Context: an optimization exercise on an open-source flow, tuned for small area. The choices shown serve that exercise and are no tape-out recipe. In this exercise RTL edits were held to simulation tests only and were not proved equivalent to the original. The flow treats the clock pin as an ideal source, which a real chip does not have. No activity file was given, so power comes from the tool's default toggle rates.

### flow/design.v
module epl_Row_Decode_sub (
           input  wire [3:0]  pA_i,
           output wire [15:0] pSel_o
       );
wire [3:0] pLoN_w, pHiN_w;
epl_Row_Predecode_sub LO_s (.pA_i(pA_i[1:0]), .pDecN_o(pLoN_w));
epl_Row_Predecode_sub HI_s (.pA_i(pA_i[3:2]), .pDecN_o(pHiN_w));
genvar gi;
generate
    for (gi = 0; gi < 16; gi = gi + 1)
    begin : g_dec
        assign pSel_o[gi] = ~(pHiN_w[gi / 4] | pLoN_w[gi % 4]);
    end
endgenerate
endmodule
module epl_Row_Predecode_sub (
           input  wire [1:0] pA_i,
           output wire [3:0] pDecN_o
       );
assign pDecN_o = ~(4'b0001 << pA_i);
endmodule
module epl_Column_Decode_sub (
           input  wire [15:0] pSel_i,
           input  wire [15:0] pD_i,
           output wire        pQ_o
       );
wire [5:0] pGrpN_w;
genvar gi;
generate
    for (gi = 0; gi < 5; gi = gi + 1)
    begin : g_grp
        epl_Column_Access_sub AOI_s (
                                  .pS_i(pSel_i[3*gi +: 3]),
                                  .pD_i(pD_i[3*gi +: 3]),
                                  .pYn_o(pGrpN_w[gi])
                              );
    end
endgenerate
assign pGrpN_w[5] = ~(pSel_i[15] & pD_i[15]);
assign pQ_o = ~&pGrpN_w;
endmodule
module epl_Control_Circuit_sub (
           input  wire nWen_i,
           input  wire nCen_i,
           output wire pWrite_o,
           output wire pRead_o
       );
assign pWrite_o = (~nCen_i) & (~nWen_i);
assign pRead_o  = (~nCen_i) & ( nWen_i);
endmodule
module epl_ecc_encoder (
           input  wire       pWRITE_i,
           input  wire [3:0] pDATA_i,
           output wire [6:0] pCODEWORD_o
       );
wire [3:0] pG_w = pDATA_i & {4{pWRITE_i}};
wire       pS_w, pR_w, pT_w;
epl_ecc_xor2 X0 (.pA_i(pWRITE_i), .pB_i(pG_w[3]), .pY_o(pS_w));
epl_ecc_xor2 X1 (.pA_i(pS_w),     .pB_i(pG_w[2]), .pY_o(pR_w));
epl_ecc_xor2 X2 (.pA_i(pR_w),     .pB_i(pG_w[1]), .pY_o(pCODEWORD_o[3]));
epl_ecc_xor2 X3 (.pA_i(pR_w),     .pB_i(pG_w[0]), .pY_o(pCODEWORD_o[1]));
epl_ecc_xor2 X4 (.pA_i(pS_w),     .pB_i(pG_w[1]), .pY_o(pT_w));
epl_ecc_xor2 X5 (.pA_i(pT_w),     .pB_i(pG_w[0]), .pY_o(pCODEWORD_o[0]));
assign pCODEWORD_o[6] = pG_w[3];
assign pCODEWORD_o[5] = pG_w[2];
assign pCODEWORD_o[4] = pG_w[1];
assign pCODEWORD_o[2] = pG_w[0];
endmodule
module epl_ecc_xor2 (
           input  wire pA_i,
           input  wire pB_i,
           output wire pY_o
       );
assign pY_o = pA_i ^ pB_i;
endmodule
module epl_Column_Access_sub (
           input  wire [2:0] pS_i,
           input  wire [2:0] pD_i,
           output wire       pYn_o
       );
assign pYn_o = ~|(pS_i & pD_i);
endmodule
module epl_Read_Mux_sub (
           input  wire       pWrite_i,
           input  wire [3:0] pWd_i,
           input  wire [3:0] pRd_i,
           output wire [3:0] pQ_o
       );
assign pQ_o = pWrite_i ? pWd_i : pRd_i;
endmodule
module epl_FFRAM02_top_fi (
           input  wire [4-1 :0] pA_i,
           input  wire [1-1:0]       pFS_i,
           input  wire [4-1:0]  pD_i,
           input  wire                    pCLOCK_i,
           input  wire                    nRESET_i,
           input  wire                    nCEN_i,
           input  wire                    nWEN_i,
           output reg  [4-1:0]  pQ_o,
           output reg                     pERR_o,
           output wire [6:0]              pCcodeword1_o
       );
wire pWrite_w, pRead_w;
epl_Control_Circuit_sub CC_s (
                            .nWen_i  (nWEN_i),
                            .nCen_i  (nCEN_i),
                            .pWrite_o(pWrite_w),
                            .pRead_o (pRead_w)
                        );
wire pRdHit_w = pFS_i[0] & (pA_i[3:1] == 3'b001);
reg [3:0]  pMem_r [0:15];
reg [15:0] pOk_r;
wire [15:0] pSel_w;
wire [3:0]  pRd_w;                   
wire        pRdOk_w;                 
wire [3:0]  pWd_w;                   
epl_Row_Decode_sub RD_s (
                       .pA_i  (pA_i),
                       .pSel_o(pSel_w)
                   );
epl_Read_Mux_sub WD_s (
                     .pWrite_i(pWrite_w),
                     .pWd_i   (pD_i),
                     .pRd_i   (pRd_w),
                     .pQ_o    (pWd_w)
                 );
genvar gi;
generate
    for (gi = 0; gi < 16; gi = gi + 1)
    begin : g_word
        always @(posedge pCLOCK_i)
        begin
            if (pSel_w[gi])
                pMem_r[gi] <= pWd_w;
        end
        always @(posedge pCLOCK_i or negedge nRESET_i)
        begin
            if (!nRESET_i)
                pOk_r[gi] <= 1'b0;
            else if (pSel_w[gi] & pWrite_w)
                pOk_r[gi] <= ((gi == 4) || (gi == 5)) ? ~pFS_i[0] : 1'b1;
        end
    end
endgenerate
generate
    for (gi = 0; gi < 5; gi = gi + 1)
    begin : g_rd
        wire [15:0] pCol_w;
        genvar gw;
        for (gw = 0; gw < 16; gw = gw + 1)
        begin : g_col
            if (gi == 4)
                assign pCol_w[gw] = pOk_r[gw];
            else
                assign pCol_w[gw] = pMem_r[gw][gi];
        end
        if (gi == 4)
        begin : g_ok
            epl_Column_Decode_sub RM_s (
                                      .pSel_i(pSel_w),
                                      .pD_i  (pCol_w),
                                      .pQ_o  (pRdOk_w)
                                  );
        end
        else
        begin : g_d
            epl_Column_Decode_sub RM_s (
                                      .pSel_i(pSel_w),
                                      .pD_i  (pCol_w),
                                      .pQ_o  (pRd_w[gi])
                                  );
        end
    end
endgenerate
wire [4:0] pX_w = {pRdOk_w, pWd_w};  
reg        pW1_r, pV1_r;
reg [4:0]  pS1_r;                    
reg        pA2_r, pB2_r, pA3_r, pB3_r;
reg [3:1]  pC2_r, pC3_r;
reg        pDist_r;
always @(posedge pCLOCK_i or negedge nRESET_i)
begin
    if (!nRESET_i)
    begin
        pW1_r <= 1'b0;
        pV1_r <= 1'b0;
        pA2_r <= 1'b0;
        pB2_r <= 1'b0;
        pA3_r <= 1'b0;
        pB3_r <= 1'b0;
    end
    else
    begin
        pW1_r <= pWrite_w;
        pV1_r <= pRead_w;
        pA2_r <= pV1_r & pS1_r[4];
        pB2_r <= pV1_r & (~pS1_r[4] | pS1_r[0]);
        pA3_r <= pA2_r;
        pB3_r <= pB2_r;
    end
end
always @(posedge pCLOCK_i)
begin
    pS1_r <= pX_w;
    pC2_r <= pS1_r[3:1];
    pC3_r <= pC2_r;
end
wire pV3_w = pA3_r | pB3_r;
always @(posedge pCLOCK_i or negedge nRESET_i)
begin
    if (!nRESET_i)
        pDist_r <= 1'b0;
    else if (pRead_w)
        pDist_r <= pRdHit_w;
    else if (pV3_w)
        pDist_r <= 1'b0;
end
always @(posedge pCLOCK_i or negedge nRESET_i)
begin
    if (!nRESET_i)
    begin
        pQ_o   <= 4'b0;
        pERR_o <= 1'b0;
    end
    else if (pA3_r)
    begin
        pQ_o   <= {pC3_r, pB3_r};
        pERR_o <= pDist_r;
    end
    else if (pB3_r)
    begin
        pQ_o   <= pDist_r ? 4'b0100 : 4'b1000;
        pERR_o <= 1'b1;
    end
    else
    begin
        pQ_o   <= 4'b0;
        pERR_o <= 1'b0;
    end
end
epl_ecc_encoder EE_s (
                    .pWRITE_i   (pW1_r),
                    .pDATA_i    (pS1_r[3:0]),
                    .pCODEWORD_o(pCcodeword1_o)
                );
endmodule
### flow/flow/run.sh
#!/bin/bash
# The standard layout (standard.sh), with two changes:
#  - port buffers use the smallest buffer cell (every port still gets one);
#  - the clock tree is built by flow/clock_tree.tcl instead of TritonCTS:
#    the clock port drives one inverter, which drives a few large inverters,
#    each driving one position-based cluster of flip-flops.
# Each tool's output goes to a log file of its own in this folder.
set -euo pipefail
export BUFFER_PORTS_ARGS="-buffer_cell sky130_fd_sc_hd__buf_1"
bash standard.sh place > log_standard_place.log 2>&1
openroad -no_init -exit flow/clock_tree.tcl > log_clock_tree.log 2>&1
bash standard.sh > log_standard_finish.log 2>&1
### flow/flow/clock_tree.tcl
# Clock tree for the placed design, in place of ORFS's CTS step.
# Reads ORFS's 3_place result and writes the 4_1_cts result that the rest of
# the standard flow continues from.
set res orfs/results/sky130hd/epl_FFRAM02_top_fi/base
set nleaf 3
set leafcell sky130_fd_sc_hd__inv_12
set rootcell sky130_fd_sc_hd__inv_4

read_liberty $::env(FLOW_HOME)/platforms/sky130hd/lib/sky130_fd_sc_hd__tt_025C_1v80.lib
read_db $res/3_place.odb
read_sdc $res/3_place.sdc
source $::env(FLOW_HOME)/platforms/sky130hd/setRC.tcl
source flow/mcts.tcl

mcts_build $nleaf $leafcell $rootcell

detailed_placement
check_placement -verbose
set_propagated_clock [all_clocks]
estimate_parasitics -placement
report_clock_skew
report_worst_slack -min
report_worst_slack -max
set m 0
foreach p [get_pins */CLK] {
  set s [get_property $p slew_max]
  if {$s > $m} { set m $s }
}
puts "largest flip-flop clock pin slew (placement estimate): $m"

write_db $res/4_1_cts.odb
write_sdc -no_timestamp $res/4_cts.sdc
### flow/flow/mcts.tcl
# Clock tree builder: flip-flops are split into K clusters by position
# (balanced k-means); each cluster gets one leaf driver at its centre.
proc mcts_build { K bufcell {rootcell ""} } {
  set block [ord::get_db_block]
  set clknet [$block findNet pCLOCK_i]
  set sinks {}
  foreach it [$clknet getITerms] {
    set inst [$it getInst]
    set b [$inst getBBox]
    lappend sinks [list $it [expr {([$b xMin]+[$b xMax])/2.0}] [expr {([$b yMin]+[$b yMax])/2.0}]]
  }
  set n [llength $sinks]
  # init centers: spread along sorted x then y
  set sorted [lsort -real -index 1 $sinks]
  set cx {}; set cy {}
  for {set k 0} {$k < $K} {incr k} {
    set s [lindex $sorted [expr {int(($k + 0.5) * $n / $K)}]]
    lappend cx [lindex $s 1]; lappend cy [lindex $s 2]
  }
  set cap [expr {int(ceil(double($n) / $K)) + 2}]
  for {set iter 0} {$iter < 30} {incr iter} {
    # balanced assignment: greedy by distance with capacity
    set pairs {}
    set i 0
    foreach s $sinks {
      for {set k 0} {$k < $K} {incr k} {
        set d [expr {abs([lindex $s 1]-[lindex $cx $k]) + abs([lindex $s 2]-[lindex $cy $k])}]
        lappend pairs [list $d $i $k]
      }
      incr i
    }
    set pairs [lsort -real -index 0 $pairs]
    array unset asg; array unset cnt
    for {set k 0} {$k < $K} {incr k} { set cnt($k) 0 }
    foreach p $pairs {
      lassign $p d i k
      if {[info exists asg($i)]} continue
      if {$cnt($k) >= $cap} continue
      set asg($i) $k; incr cnt($k)
    }
    set sx {}; set sy {}
    for {set k 0} {$k < $K} {incr k} { set sumx($k) 0.0; set sumy($k) 0.0 }
    set i 0
    foreach s $sinks {
      set k $asg($i)
      set sumx($k) [expr {$sumx($k) + [lindex $s 1]}]
      set sumy($k) [expr {$sumy($k) + [lindex $s 2]}]
      incr i
    }
    set cx {}; set cy {}
    for {set k 0} {$k < $K} {incr k} {
      lappend cx [expr {$sumx($k) / max(1,$cnt($k))}]
      lappend cy [expr {$sumy($k) / max(1,$cnt($k))}]
    }
  }
  set master [[ord::get_db] findMaster $bufcell]
  set srcnet $clknet
  if {$rootcell ne ""} {
    set rm [[ord::get_db] findMaster $rootcell]
    set rinst [odb::dbInst_create $block $rm "clkroot_0"]
    set sx 0.0; set sy 0.0
    for {set k 0} {$k < $K} {incr k} { set sx [expr {$sx + [lindex $cx $k]}]; set sy [expr {$sy + [lindex $cy $k]}] }
    $rinst setLocation [expr {int($sx / $K)}] [expr {int($sy / $K)}]
    $rinst setPlacementStatus PLACED
    $rinst setSourceType TIMING
    set srcnet [odb::dbNet_create $block "clknet_root"]
    $srcnet setSigType CLOCK
    [$rinst findITerm A] connect $clknet
    [$rinst findITerm Y] connect $srcnet
  }
  for {set k 0} {$k < $K} {incr k} {
    set inst [odb::dbInst_create $block $master "clkbuf_leaf_$k"]
    $inst setLocation [expr {int([lindex $cx $k])}] [expr {int([lindex $cy $k])}]
    $inst setPlacementStatus PLACED
    $inst setSourceType TIMING
    set net [odb::dbNet_create $block "clknet_leaf_$k"]
    $net setSigType CLOCK
    [$inst findITerm A] connect $srcnet
    set oterm [$inst findITerm X]
    if {$oterm eq "NULL" || $oterm eq ""} { set oterm [$inst findITerm Y] }
    $oterm connect $net
    set lists($k) $net
  }
  set i 0
  foreach s $sinks {
    set it [lindex $s 0]
    $it disconnect
    $it connect $lists($asg($i))
    incr i
  }
  for {set k 0} {$k < $K} {incr k} { puts "cluster $k: $cnt($k) sinks" }
}
### flow/standard.sh
#!/bin/bash
# synth_recipe.tcl (not shown) runs the flow's synth.tcl, then flattens the netlist and writes it again
# the make line also repeats each setting of config.mk as NAME=value (left out here)
make -C /OpenROAD-flow-scripts/flow DESIGN_CONFIG=/design/flow/config.mk WORK_HOME=/design/flow/orfs CLKGATE_MAP_FILE= SYNTH_SCRIPT=/design/flow/synth_recipe.tcl "${@:-finish}"
### flow/config.mk
export PLATFORM = sky130hd
export DESIGN_NAME = epl_FFRAM02_top_fi
export DESIGN_NICKNAME = epl_FFRAM02_top_fi
export VERILOG_FILES = /design/flow/design.v
export SDC_FILE = /design/flow/constraint.sdc
export NUM_CORES = 4
export LEC_CHECK = 0
export CAP_MARGIN = 20
export CORE_MARGIN = 2
export CORE_UTILIZATION = 75
export GPL_TIMING_DRIVEN = 0
export SLEW_MARGIN = 20
export SYNTH_HIERARCHICAL = 1
export SYNTH_MINIMUM_KEEP_SIZE = 0
### flow/constraint.sdc
create_clock -name core_clock -period 4.0 [get_ports {pCLOCK_i}]
set_input_delay 0.8000 -clock core_clock [delete_from_list [all_inputs] [get_ports {pCLOCK_i}]]
set_output_delay 0.8000 -clock core_clock [all_outputs]
set_load 0.01 [all_outputs]
==> key figures <==
Finish
  • Most common cell after layout, fill and taps aside: edfxtp_1
  • Area taken by multi-input logic gates: 786 µm²
  • Layout cell share with drive strength beyond 1: 4.42%
  • Area Growth Syn to Fin: 6.30%
  • N_diodes: 0
  • Final core occ: 82.2%
  • FF/Latch Area: 2840 µm²
  • Most frequent cells in the layout: edfxtp_1, dfrtp_1, a222oi_1
  • Layout Nets: 264
  • FILL cells: 260

Worst setup path
  • CP Data Arrival Time: 2.86 ns
  • CP Class: in -> reg
  • Crit path max fanout: 17
  • Nature of the critical path endpoint: flop
  • CP Launch Type: input port
  • CP startpoint: pA_i[1]
  • Critical Path RT: 4.02 ns
  • R2r startpoint: pMem_r[9][1]$_DFFE_PP_

Timing
  • Max Slew Vio Count: 0
  • RSZ-0062 raised after global routing: no
  • Final Cycle Share: 70.9%
  • # setup viols final: 0
  • Fin crit period: 2.84 ns
  • F_max: 352 MHz
  • Worst relative slew slack: 42.4%
  • Slew @ Worst Pin: 0.861 ns
  • Final Hold Viols: 0
  • Skew final: 0.00870 ns
  • Setup TNS: 0 ns

Flow run
  • Max-cap viol count: 0

Global routing
  • Grt ovf: 0
  • Largest net degree at the start of global routing: 38
  • Vias in the first global route: 2,065
  • Total Routing Usage GR: 24.9%
  • Global-route wire length before repair: 10,200 µm
  • Antenna violations before repair: 0

Routing
  • Total wire length: 6360 µm
  • Drt via density: 6.48
  • Post-detailed-route count of antenna-violating nets: 0
  • Starting DRC count in detailed routing: 230
  • WL/cell: 20.1 µm
  • Via count: 2,049
  • Drc violations: 0
  • Pre-antenna DRT Iters: 5

Placement
  • Gp weighted congestion: 0.840
  • PortBufs: 24
  • DP Wirelength: 4360 µm

Synthesis
  • Mapped Cells: 221
  • Syn_area_per_cell: 16.5 µm²
  • Synth top area cells: edfxtp_1, dfrtp_1, a222oi_1
  • Syn nets: 234
  • Sequential cell area fraction in the yosys report: 77.8%
  • Synth Register Bits: 103
  • Unique masters post-synth: 23
  • Total of warnings raised by yosys: 8
  • Synth area leader: edfxtp_1
  • Yosys top cell area share: 52.6%
  • Mapped Area: 3650 µm²

Floorplanning
  • DIE WIDTH: 73.8 µm
  • Row Count: 25
  • DIE AREA: 5440 µm²
  • Initial core utilization: 77.3%
  • Core area: 4720 µm²
  • Die height: 73.8 µm
  • Top-level port count: 25

Clocking
  • Clock slew at reported path FFs: 0.11 ns
  • Clock latency on the worst-skew pair: 0.23 ns

Pwr
  • Peak VDD IR: 0.387 mV
  • Static power due to leakage: 1.43 nW
  • Pwr Density: 456 nW/µm²

Worst hold path
  • HP Start: pC2_r[3]$_DFF_P_
  • Worst Hold Class: reg -> reg

Outcome
  • Status: timing/DRC/antenna clean
where the power goes:
part | switching (mW) | leakage, nW | internal, mW | total (mW)
logic | 0.0977 | 0.387 | 0.0581 | 0.156
registers | 0.0375 | 1.02 | 1.23 | 1.27
clock network | 0.305 | 0.0263 | 0.0438 | 0.349
worst max-delay path, stage by stage:
cell and delay [ns]:
buf_1 0.13, or2_1 0.28, nor2_1 0.69, a222oi_1 0.28, and3_1 0.22, nand4_1 0.09, mux2_2 0.36
metrics by stage:
step	instance area (µm²)	hold slack (ns)	worst slack (ns)	power, mW	std cells
global placement	3830	0.320	1.16	1.43	312
finish	3880	0.335	1.16	1.77	316
detailed placement	3830	0.316	1.04	1.44	312
global route	3880	0.347	1.07	1.84	316
floorplan	3650	0.310	1.67	1.38	221
state kept, by name, summed over array words and instances (netlist names):
signal	count
pQ_o	4
pERR_o	1
pA2_r	1
pA3_r	1
pV1_r	1
pOk_r	16
pC2_r	3
pMem_r	64
pDist_r	1
pC3_r	3
pS1_r	5
pW1_r	1
pB2_r	1
pB3_r	1
layer usage:
layer / global-route usage [%] / vias up / part of all wire (%)
li1: - / 931 / -
met5: 0 / - / 0
met2: 43.5 / 100 / 52
met4: 6.87 / 0 / 1.2
met1: 33.9 / 1007 / 40
met3: 2.74 / 11 / 6.5
modules after synthesis (local to each module, per instance):
| module | flops+latches | cells | cell area, µm² |
|---|---|---|---|
| epl_Column_Decode_sub | 0 | 3 | 16.3 |
| epl_FFRAM02_top_fi | 103 | 141 | 3080 |
| epl_Row_Decode_sub | 0 | 16 | 60.1 |
| epl_Read_Mux_sub | 0 | 4 | 45.0 |
| epl_ecc_encoder | 0 | 4 | 25.0 |
| epl_Column_Access_sub | 0 | 1 | 10.0 |
| epl_Control_Circuit_sub | 0 | 2 | 12.5 |
| epl_Row_Predecode_sub | 0 | 4 | 22.5 |
| epl_ecc_xor2 | 0 | 1 | 8.76 |
path summary, 6_finish.rpt:
check                                          end  slack (ns)  cells after the start
max                        pMem_r[12][3]$_DFFE_PP_        1.16                      7
max reg2reg                pMem_r[12][1]$_DFFE_PP_        2.13                      4
min reg2reg                       pC3_r[3]$_DFF_P_        0.33                      0
max in group asynchronous     pOk_r[5]$_DFFE_PN0P_        3.04                      1
min in group asynchronous     pOk_r[9]$_DFFE_PN0P_        0.56                      1
min                               pC3_r[3]$_DFF_P_        0.33                      0
Yosys cell counts:
library cell / count
a21boi_0: 1
a21o_1: 14
a222oi_1: 25
and2_1: 7
and3_1: 5
buf_2: 1
clkbuf_1: 1
dfrtp_1: 28
dfxtp_1: 11
edfxtp_1: 64
inv_1: 4
mux2_2: 4
mux2i_1: 2
nand2_1: 13
nand2b_1: 5
nand4_1: 5
nand4b_1: 1
nor2_1: 17
nor2b_2: 1
o21ai_0: 3
or2_1: 2
or4b_1: 1
xor2_1: 6
layout make-up:
type,count,share of cell area [%]
plain buffers,2,0.226
flip-flops and latches,103,73.2
clock inverters,4,1.42
repair buffers,24,2.35
well taps,67,2.16
multi-input cells,112,20.2
inverters,4,0.387
kinds of logic (layout without fill, tap and decap cells):
| family | after synthesis | count (layout) | synth area share, % |
|---|---|---|---|
| AO/OA/AOI/OAI | 43 | 43 | 10.3 |
| XOR/XNOR | 6 | 6 | 1.44 |
| buffers and inverters | 6 | 34 | 0.651 |
| flip-flops | 103 | 103 | 77.8 |
| multiplexers | 6 | 6 | 1.78 |
| AND/OR/NAND/NOR | 57 | 57 | 7.95 |

==> afterwards: timing with drivers on the ports <==
The flow's constraints put no driver on any port. The routed layout listed below was extracted and timed again, unchanged, in two steps. Step 1 assumes that a clkbuf_16 drives the clock port and a buf_2 every other input. Step 2 also shifts input and output timing later by t, the mid clock arrival at the registers, as if the neighbouring blocks saw the same clock. Three values: ideal, step 1, step 2; two values: the first two.
shift t [ns]: 0.253
setup WS [ns]: 1.162 / 1.172 / 0.920
hold WS [ns]: 0.335 / 0.335 / 0.335
slew at the worst register clock pin (ns): 0.11 / 0.11
After both steps this run still meets setup and hold. The setup slack of this run moves by +0.010 ns with the drivers and by -0.242 ns with both steps.
